What follows belongs to an exercise in optimizing a design on an open flow for small area; a production flow would make more cautious choices.
Only simulation tests tie the RTL to the original design; equivalence was not proved.
Power and IR drop assume default switching activity.

// driver
module driver(
    input clk,
    input rst,
    input NE1,
    input NWE,
    input [2:0] ADDR,
    input [7:0] DATA,
    output r,
    output g,
    output b,
    output h_sync,
    output v_sync
);
Settings: LEC_CHECK=0, CAP_MARGIN=20, CORE_MARGIN=2, CORE_UTILIZATION=55, GPL_TIMING_DRIVEN=0, PLACE_DENSITY=0.7, SLEW_MARGIN=20; clock period 5.0 ns.
standard.sh (not shown) runs the stock make flow with config.mk's settings and CLKGATE_MAP_FILE= SYNTH_SCRIPT=/design/flow/synth_recipe.tcl, a recipe that flattens the netlist after the stock synthesis.
==> flow/flow/run.sh <==
#!/bin/bash
# Own layout flow: the standard ORFS flow (standard.sh), with these
# changes only:
#  - synthesis is the standard script, but ABC maps with flow/abc.script
#    (area-oriented) and the full-adder extraction step is skipped; the
#    flip-flops are mapped before ABC exactly as in the standard synthesis;
#  - port buffers use the smallest buffer (buf_1);
#  - clock tree synthesis inserts no dummy loads.
set -euo pipefail
W=$PWD
sed "s#log_cmd abc {\*}\$abc_args#log_cmd abc -script $W/flow/abc.script {*}[lrange \$abc_args 2 end]#" \
    "$FLOW_HOME/scripts/synth.tcl" > "$W/synth_mod.tcl"
grep -q "flow/abc.script" "$W/synth_mod.tcl"
sed "s#\$::env(SCRIPTS_DIR)/synth.tcl#$W/synth_mod.tcl#" "$W/synth_recipe.tcl" > "$W/my_synth.tcl"
grep -q "synth_mod.tcl" "$W/my_synth.tcl"
sed "s#SYNTH_SCRIPT=[^ ]*#SYNTH_SCRIPT=$W/my_synth.tcl#" "$W/standard.sh" > "$W/my_standard.sh"
grep -q "my_synth.tcl" "$W/my_standard.sh"
CTS="-sink_clustering_enable -repair_clock_nets -dont_use_dummy_load"
[ -f "$W/flow/cts_args" ] && CTS="$CTS $(cat "$W/flow/cts_args")"
bash "$W/my_standard.sh" ADDER_MAP_FILE= \
    "BUFFER_PORTS_ARGS=-buffer_cell sky130_fd_sc_hd__buf_1" \
    "CTS_ARGS=$CTS" \
    finish > "$W/flow_make.log" 2>&1
==> flow/flow/abc.script <==
strash
dch -f
amap
topo
stime -c
Change:
==> flow/run.sh (new file) <==
#!/bin/bash
# synth_recipe.tcl (not shown) runs the flow's synth.tcl, then flattens the netlist and writes it again
# the make line also repeats each setting of config.mk as NAME=value (left out here)
make -C /OpenROAD-flow-scripts/flow DESIGN_CONFIG=/design/flow/config.mk WORK_HOME=/design/flow/orfs CLKGATE_MAP_FILE= SYNTH_SCRIPT=/design/flow/synth_recipe.tcl finish
ABC_AREA = 1   (was unset)
CORE_UTILIZATION = 40   (was 55)
GPL_TIMING_DRIVEN = unset   (was 0)
PLACE_DENSITY = 0.6   (was 0.7)
removed: flow/flow/run.sh
removed: flow/flow/abc.script
removed: flow/standard.sh
The new run finished clean.
Power climbs by about 4%.
Sequential power stays flat.
Sequential share of layout area drops by 5.1 points.
Final cell count climbs by about 20%.
Utilization drops by 19 points.
Change:
==> flow/flow/run.sh (new file) <==
#!/bin/bash
# Own layout flow: the standard ORFS flow, with two changes:
#  - synthesis is the standard script, but ABC maps with flow/abc.script
#    (area-oriented) and the full-adder extraction step is skipped;
#  - port buffers use the smallest buffer (buf_1).
# Registers are untouched: the flip-flop mapping happens before ABC exactly
# as in the standard synthesis.
set -euo pipefail
W=$PWD
sed "s#log_cmd abc {\*}\$abc_args#log_cmd abc -script $W/flow/abc.script {*}[lrange \$abc_args 2 end]#" \
    "$FLOW_HOME/scripts/synth.tcl" > "$W/synth_mod.tcl"
grep -q "flow/abc.script" "$W/synth_mod.tcl"
sed "s#\$::env(SCRIPTS_DIR)/synth.tcl#$W/synth_mod.tcl#" "$W/synth_recipe.tcl" > "$W/my_synth.tcl"
grep -q "synth_mod.tcl" "$W/my_synth.tcl"
sed "s#SYNTH_SCRIPT=[^ ]*#SYNTH_SCRIPT=$W/my_synth.tcl#" "$W/standard.sh" > "$W/my_standard.sh"
grep -q "my_synth.tcl" "$W/my_standard.sh"
bash "$W/my_standard.sh" ADDER_MAP_FILE= \
    "BUFFER_PORTS_ARGS=-buffer_cell sky130_fd_sc_hd__buf_1" \
    finish > "$W/flow_make.log" 2>&1
==> flow/flow/abc.script (new file) <==
strash
dch -f
amap
topo
stime -c
==> flow/standard.sh (new file) <==
#!/bin/bash
# synth_recipe.tcl (not shown) runs the flow's synth.tcl, then flattens the netlist and writes it again
# the make line also repeats each setting of config.mk as NAME=value (left out here)
make -C /OpenROAD-flow-scripts/flow DESIGN_CONFIG=/design/flow/config.mk WORK_HOME=/design/flow/orfs CLKGATE_MAP_FILE= SYNTH_SCRIPT=/design/flow/synth_recipe.tcl "${@:-finish}"
ABC_AREA = unset   (was 1)
removed: flow/run.sh
Outcome: First-iteration DRC count drops by 2.7%; setup slack loses 0.41 ns; via count drops by 3.5%; final cell count drops by 10%; sequential cell count does not change; non-clock buffer count climbs by 11; core utilization climbs by 0.96 points.

========
== run A ==
driver, a different RTL version from the one above (not shown whole).
For scale: roughly 47 flip-flops, ~20 I/O pins, ~0.0027 mm2 of cells after synthesis.
// driver
module driver(
    input clk,
    input rst,
    input NE1,
    input NWE,
    input [2:0] ADDR,
    input [7:0] DATA,
    output r,
    output g,
    output b,
    output h_sync,
    output v_sync
);
Settings: LEC_CHECK=0, CAP_MARGIN=20, CORE_MARGIN=2, CORE_UTILIZATION=55, GPL_TIMING_DRIVEN=0, PLACE_DENSITY=0.7, SLEW_MARGIN=20; clock period 5.0 ns.
==> flow/flow/run.sh <==
#!/bin/bash
# Own layout flow: the standard ORFS flow (standard.sh), with these
# changes only:
#  - synthesis is the standard script, but ABC maps with flow/abc.script
#    (area-oriented) and the full-adder extraction step is skipped; the
#    flip-flops are mapped before ABC exactly as in the standard synthesis;
#  - port buffers use the smallest buffer (buf_1);
#  - clock tree synthesis inserts no dummy loads;
#  - after the global-route timing repair, gates off the critical paths
#    are downsized again (RECOVER_POWER).
set -euo pipefail
W=$PWD
sed "s#log_cmd abc {\*}\$abc_args#log_cmd abc -script $W/flow/abc.script {*}[lrange \$abc_args 2 end]#" \
    "$FLOW_HOME/scripts/synth.tcl" > "$W/synth_mod.tcl"
grep -q "flow/abc.script" "$W/synth_mod.tcl"
sed "s#\$::env(SCRIPTS_DIR)/synth.tcl#$W/synth_mod.tcl#" "$W/synth_recipe.tcl" > "$W/my_synth.tcl"
grep -q "synth_mod.tcl" "$W/my_synth.tcl"
sed "s#SYNTH_SCRIPT=[^ ]*#SYNTH_SCRIPT=$W/my_synth.tcl#" "$W/standard.sh" > "$W/my_standard.sh"
grep -q "my_synth.tcl" "$W/my_standard.sh"
CTS="-sink_clustering_enable -repair_clock_nets -dont_use_dummy_load"
[ -f "$W/flow/cts_args" ] && CTS="$(cat "$W/flow/cts_args")"
bash "$W/my_standard.sh" ADDER_MAP_FILE= \
    "BUFFER_PORTS_ARGS=-buffer_cell sky130_fd_sc_hd__buf_1" \
    "CTS_ARGS=$CTS" \
    RECOVER_POWER=100 \
    SETUP_MOVE_SEQUENCE=unbuffer,sizeup,swap \
    finish > "$W/flow_make.log" 2>&1
==> flow/flow/abc.script <==
strash
dch
amap
topo
mfs3 -a
topo
In summary, run A completed successfully, with a layout that passed the timing, design-rule and antenna checks.
For run B, these inputs were changed with respect to run A:
-- flow/flow/run.sh --
<<< run A, line 8
#  - clock tree synthesis inserts no dummy loads;
#  - after the global-route timing repair, gates off the critical paths
#    are downsized again (RECOVER_POWER).
>>> run B, line 8
#  - clock tree synthesis inserts no dummy loads.
<<< run A, line 25
    RECOVER_POWER=100 \
    SETUP_MOVE_SEQUENCE=unbuffer,sizeup,swap \
>>> run B, line 23
==> flow/flow/cts_args (new file) <==
-sink_clustering_enable -repair_clock_nets -dont_use_dummy_load -buf_list sky130_fd_sc_hd__clkbuf_16 -root_buf sky130_fd_sc_hd__clkbuf_16 -sink_clustering_size 50 -sink_clustering_max_diameter 500 -distance_between_buffers 500
==> run notes <==
Re DRC violation total after the first TritonRoute iteration: run B is about 13% up on run A.
[compare] base=run A new=run B: multi-input gate count closely matched the old numbers, post-layout total power saw an increase.
Run B: global-route wire length before repair is about 2% higher than what run A reported.
sky130_fd_sc_hd__edfxtp_1 as the cell at the slowest stage of the critical path was reported by run A, and sky130_fd_sc_hd__a21oi_1 by run B.
Comparing run B and run A, combinational fraction of design power is higher on run A.
Changes observed in run B relative to run A: worst hold slack saw a decrease; proportion of power drawn by the clock network saw an increase; portion of total power attributed to sequential cells saw a decrease; final cell area excluding filler cells saw an increase; setup-violating endpoint count in the final report saw little to no change.
Comparing via count for run B and run A, the bigger number came from run B.
#### Input delta (run C over run B)
-- flow/flow/run.sh --
<<< run B, line 8
#  - clock tree synthesis inserts no dummy loads.
>>> run C, line 8
#  - clock tree synthesis inserts no dummy loads;
#  - timing repair only resizes and swaps pins (no new buffers), and after
#    the global-route repair, gates off the critical paths are downsized
#    again (RECOVER_POWER).
<<< run B, line 23
>>> run C, line 26
    RECOVER_POWER=100 \
    SETUP_MOVE_SEQUENCE=unbuffer,sizeup,swap \
removed: flow/flow/cts_args
Largest stage delay on the critical path came out lower on run C than on run B.
DRC marker count from the first detailed-route iteration | run C below run B
Layout-stage area growth over the synthesis result: run B and run C compared, lower one is run C
On first-pass GRT wire length, run C does better than run B.
Looking at launch point of the worst path, the regs.yc[1] result is from run C; the hc[0] one comes from run B.
Compared with run B, run C shows combinational power that has gone down slightly.
From run B to run C the numbers moved as follows: worst hold slack +0.0060 ns, cell count ~0 delta, clock latency at the later pin of the worst-skew pair +0.02 ns, multi-input logic area ~0 delta, slew of the pin with the lowest slew margin +0.46 ns.
Compared with run B, run C shows a higher setup slack.
Changes in run D relative to run C:
-- flow/flow/run.sh --
<<< run C, line 8
#  - clock tree synthesis inserts no dummy loads;
#  - timing repair only resizes and swaps pins (no new buffers), and after
#    the global-route repair, gates off the critical paths are downsized
#    again (RECOVER_POWER).
>>> run D, line 8
#  - clock tree synthesis inserts no dummy loads.
<<< run C, line 26
    RECOVER_POWER=100 \
    SETUP_MOVE_SEQUENCE=unbuffer,sizeup,swap \
>>> run D, line 23
==> comparison <==
Run D ran to completion and came out clean on the timing, design-rule and antenna checks.
On power after layout, run C and run D are neck and neck.
Reported for run C and run D, die area turned out identical to the last digit.
Compared run D against run C; wire length within noise.
On part of the power in the clock network, the lower figure sits with run D, not run C.
Run C → run D: post-cts hold buffer count closely matched the old numbers; fraction of area in multi-input gates has decreased.
Compared with run C, run D shows a lower highest ir drop seen on vdd.
On share of cells above drive strength 1: between run C and run D, it ends up higher for run D.
Diff run C -> run D: core utilization grew by 0.37 points; minimum clock period after layout grew by 0.021 ns.

## separate check: timing with driven ports
How much do the figures lean on ideal ports? The routed layouts below were timed once more, with nothing changed but the port constraints. Step 1 (the two cells are an assumption about what drives the block):
set clk [get_ports {clk}]
set_driving_cell -lib_cell sky130_fd_sc_hd__clkbuf_16 $clk
set_driving_cell -lib_cell sky130_fd_sc_hd__buf_2 [delete_from_list [all_inputs] $clk]
Step 2 times the ports against the registers' clock, not the clock port: input delays grow and output delays shrink by t, the midpoint of the rising clock arrivals with the driver on. a / b / c = ideal / step 1 / step 2; a / b = the first two.
run | t, ns | setup WS [ns] | worst register clock-pin slew, ns | pins driven straight from the clock port
the first run of note 1 | 0.320 | 0.427 / 0.427 / 0.427 | 0.11 / 0.11 | 1
the second run of note 1 | 0.325 | 0.960 / 0.960 / 0.960 | 0.09 / 0.09 | 1
the third run of note 1 | 0.340 | 0.550 / 0.550 / 0.550 | 0.11 / 0.11 | 1
run A | 0.314 | 0.516 / 0.516 / 0.516 | 0.09 / 0.09 | 1
run B | 0.309 | 0.460 / 0.460 / 0.460 | 0.06 / 0.06 | 1
run C | 0.314 | 0.516 / 0.516 / 0.516 | 0.09 / 0.09 | 1
run D | 0.311 | 0.495 / 0.495 / 0.495 | 0.09 / 0.09 | 1
After both steps every run listed still meets setup and hold.
